Background: an optimization exercise with open tools, aiming at small area and a short achievable clock period. Do not read the settings as production practice. RTL that was checked went through simulation tests only; none was proved equivalent to the original.

==> flow/design.v (excerpt) <==
module cordic # (parameter DATA_WIDTH = 16) (
    input                       clk,
    input                       rst_n,
    input                       start,
    input  [2:0]                mode,
    input  [3:0]                shift,
    input  [DATA_WIDTH*2 - 1 : 0] opa,
    input  [DATA_WIDTH*2 - 1 : 0] opb,
    output logic [DATA_WIDTH*2 - 1 : 0] data_o
);
make LEC_CHECK=0 ABC_AREA=1 CAP_MARGIN=20 CORE_MARGIN=2 CORE_UTILIZATION=40 PLACE_DENSITY=0.6 SLEW_MARGIN=20 SYNTH_HIERARCHICAL=1 finish   # period 13.0 ns
run.sh (not shown) runs the stock make flow with config.mk's settings and CLKGATE_MAP_FILE= SYNTH_SCRIPT=/design/flow/synth_recipe.tcl, a recipe that flattens the netlist after the stock synthesis.
The starting point ran to the end with no violations.
Rerun with:
Settings changed: ABC_AREA 1 to unset, SETUP_SLACK_MARGIN set to 5.
Result: Sequential share of layout area goes up by 1.5 points; worst hold slack is worse by 0.011 ns; critical path depth drops by 7; routed wire length went down by 22%; die area decreases by 8.9%; setup slack improves by 0.19 ns; cell area fell by 7.3%; clock-buffer cell count falls by 3; first-iteration DRC count is lower by 22%.
Rerun with:
Settings changed: SETUP_SLACK_MARGIN 5 to unset.
Result:
- utilization came out lower by 0.81 points
- worst setup slack got worse by 1.2 ns
- routed wire length came out lower by 1.1%
- register-to-register slack is worse by 0.73 ns
- sequential share of layout area goes up by 0.38 points
- final cell count decreases by 0.73%
- synthesized area does not change
- design area fell by 1.8%
- maximum frequency fell by 13%

Another version of the RTL of cordic (not shown whole).
Size: about 9000 cells after synthesis, about 470 flip-flops, roughly 110 I/O pins, roughly 78000 um^2 of cells after synthesis.
==> flow/design.v (excerpt) <==
module cordic # (parameter DATA_WIDTH = 16) (
    input                       clk,
    input                       rst_n,
    input                       start,
    input  [2:0]                mode,
    input  [3:0]                shift,
    input  [DATA_WIDTH*2 - 1 : 0] opa,
    input  [DATA_WIDTH*2 - 1 : 0] opb,
    output logic [DATA_WIDTH*2 - 1 : 0] data_o
);
make LEC_CHECK=0 CAP_MARGIN=20 CORE_MARGIN=2 CORE_UTILIZATION=60 PLACE_DENSITY=0.8 SETUP_SLACK_MARGIN=5 SLEW_MARGIN=20 SYNTH_HIERARCHICAL=1 finish   # period 13.0 ns
Edit:
==> flow/flow/run.sh (new file) <==
#!/bin/bash
# Layout with the standard flow (standard synthesis, floorplan, placement, CTS, routing);
# the only change is a larger setup margin for the resizer's repair_timing, so that it keeps
# improving the slowest paths past the point where they just meet the clock period.
set -euo pipefail
bash standard.sh SETUP_SLACK_MARGIN=6 finish > standard_flow.log 2>&1
==> flow/standard.sh (new file) <==
#!/bin/bash
# synth_recipe.tcl (not shown) runs the flow's synth.tcl, then flattens the netlist and writes it again
# the make line also repeats each setting of config.mk as NAME=value (left out here)
make -C /OpenROAD-flow-scripts/flow DESIGN_CONFIG=/design/flow/config.mk WORK_HOME=/design/flow/orfs CLKGATE_MAP_FILE= SYNTH_SCRIPT=/design/flow/synth_recipe.tcl "${@:-finish}"
CORE_UTILIZATION = 40   (was 60)
PLACE_DENSITY = 0.6   (was 0.8)
SETUP_SLACK_MARGIN = default   (was 5)
removed: flow/run.sh
Outcome:
- The changed run went through all stages and came out clean
- count of clock-buffer cells in the layout rose by 7
- first-iteration DRC count drops by 28%
- worst setup slack improved by 0.79 ns
- wire length climbs by 5.9%
- global-route usage drops by 10 points
- design area is higher by 3.9%
- worst hold slack is worse by 0.027 ns
Edit:
--- a/flow/flow/run.sh
+++ b/flow/flow/run.sh
@@ -6 +6 @@
-bash standard.sh SETUP_SLACK_MARGIN=6 finish > standard_flow.log 2>&1
+bash standard.sh SETUP_SLACK_MARGIN=7 finish > standard_flow.log 2>&1
The changed run passed the timing, design-rule and antenna checks.
Die area is unchanged.
Worst setup slack is better by 0.32 ns.
Wire length rises by 12%.
Global-route usage rises by 2.2 points.
Design area rises by 13%.
Via count rises by 6.9%.
Edit:
--- a/flow/flow/run.sh
+++ b/flow/flow/run.sh
@@ -6 +6 @@
-bash standard.sh SETUP_SLACK_MARGIN=7 finish > standard_flow.log 2>&1
+bash standard.sh SETUP_SLACK_MARGIN=6 finish > standard_flow.log 2>&1
SYNTH_HIERARCHICAL = default   (was 1)
=> Setup slack loses 0.67 ns. Wire length decreases by 9.6%. Final cell count decreases by 7.8%. Final area decreases by 13%. Via count decreases by 9.6%. Clock skew decreases by 0.051 ns. Area after synthesis decreases by 5.7%. Register-to-register slack loses 0.67 ns. Sequential share of layout area increases by 2.4 points.

P:
cordic, a different RTL version from the one above (not shown whole).
For scale: about 7900 cells after synthesis, ~550 flip-flops, about 110 I/O pins, about 0.069 mm² of cells after synthesis.
## cordic
module cordic # (parameter DATA_WIDTH = 16) (
    input                       clk,
    input                       rst_n,
    input                       start,
    input  [2:0]                mode,
    input  [3:0]                shift,
    input  [DATA_WIDTH*2 - 1 : 0] opa,
    input  [DATA_WIDTH*2 - 1 : 0] opb,
    output logic [DATA_WIDTH*2 - 1 : 0] data_o
);
    localparam [159:0] ATAN = {
        16'd20, 16'd40, 16'd81, 16'd162, 16'd325,
        16'd651, 16'd1297, 16'd2555, 16'd4836, 16'd8192
    };
    function automatic [53:0] urot(input logic signed [18:0] x, input logic signed [18:0] y,
                                   input logic [15:0] z, input logic vec, input integer k);
        logic neg;
        logic signed [18:0] xn, yn;
        logic [15:0] zn;
        neg = vec ? y[18] : ~z[15];
        if (neg) begin
            xn = x - (y >>> k);
            yn = y + (x >>> k);
            zn = z - ATAN[16*k +: 16];
        end else begin
            xn = x + (y >>> k);
            yn = y - (x >>> k);
            zn = z + ATAN[16*k +: 16];
        end
        urot = {xn, yn, zn};
    endfunction
    logic [6:1] vld;
    always_ff @(posedge clk or negedge rst_n) begin
        if (!rst_n)     vld <= '0;
  ...
clock: 13.0 ns
lec_check: 0
cap_margin: 20
core_margin: 2
core_utilization: 40
place_density: 0.6
slew_margin: 20
Stock flow here: none of the scripts above is used.
Setup changes, P to Q
diff --git a/flow/config.mk b/flow/config.mk
--- a/flow/config.mk
+++ b/flow/config.mk
@@ -7,0 +8 @@
+export ABC_AREA = 1
==> run summary <==
- Looking at largest stage delay on the critical path, Q sits 330 ps higher than P does.
- Critical path depth: Q vs P up 23%
- Synthesized cell count: P and Q compared, higher one is Q
No functional check of the RTL was part of any run of this note.

-- re-timing with driven ports --
In the flow no input, the clock included, has a driving cell. The finished layouts below were timed again as built, in two steps. Step 1, drivers: a clkbuf_16 drives clk and a buf_2 each remaining input, both assumed. Step 2 adds t to the input delays and takes it off the output delays; t is the mean of the earliest and latest rising clock arrival at the registers after step 1. Input paths then give back, and output paths get back, about the clock's delay inside the block. Slacks: ideal / step 1 / step 2; pairs: ideal / step 1.
| run | t (ns) | setup WS [ns] | worst setup path at the end | clock arrival spread, ns |
|---|---|---|---|---|
| the first run of note 1 | 0.777 | 4.906 / 4.829 / 4.571 | input to register | 0.043 / 0.042 |
| the second run of note 1 | 0.746 | 5.100 / 5.018 / 4.600 | input to register | 0.034 / 0.034 |
| the third run of note 1 | 0.746 | 3.934 / 3.852 / 4.223 | input to register | 0.033 / 0.033 |
| the first run of note 2 | 0.773 | 5.299 / 5.299 / 5.299 | register to register | 0.074 / 0.074 |
| the second run of note 2 | 0.774 | 6.093 / 6.093 / 5.871 | input to register | 0.056 / 0.056 |
| the third run of note 2 | 0.801 | 6.414 / 6.414 / 6.401 | input to register | 0.083 / 0.083 |
| the fourth run of note 2 | 0.762 | 5.741 / 5.741 / 5.496 | input to register | 0.025 / 0.025 |
| P | 0.753 | 3.075 / 3.132 / 2.379 | input to register | 0.044 / 0.044 |
| Q | 0.749 | 3.580 / 3.638 / 2.889 | input to register | 0.041 / 0.042 |
After both steps every run listed still meets setup and hold. For P, which loses most, drivers alone change the setup slack by +0.057 ns; drivers and shift together by -0.696 ns.
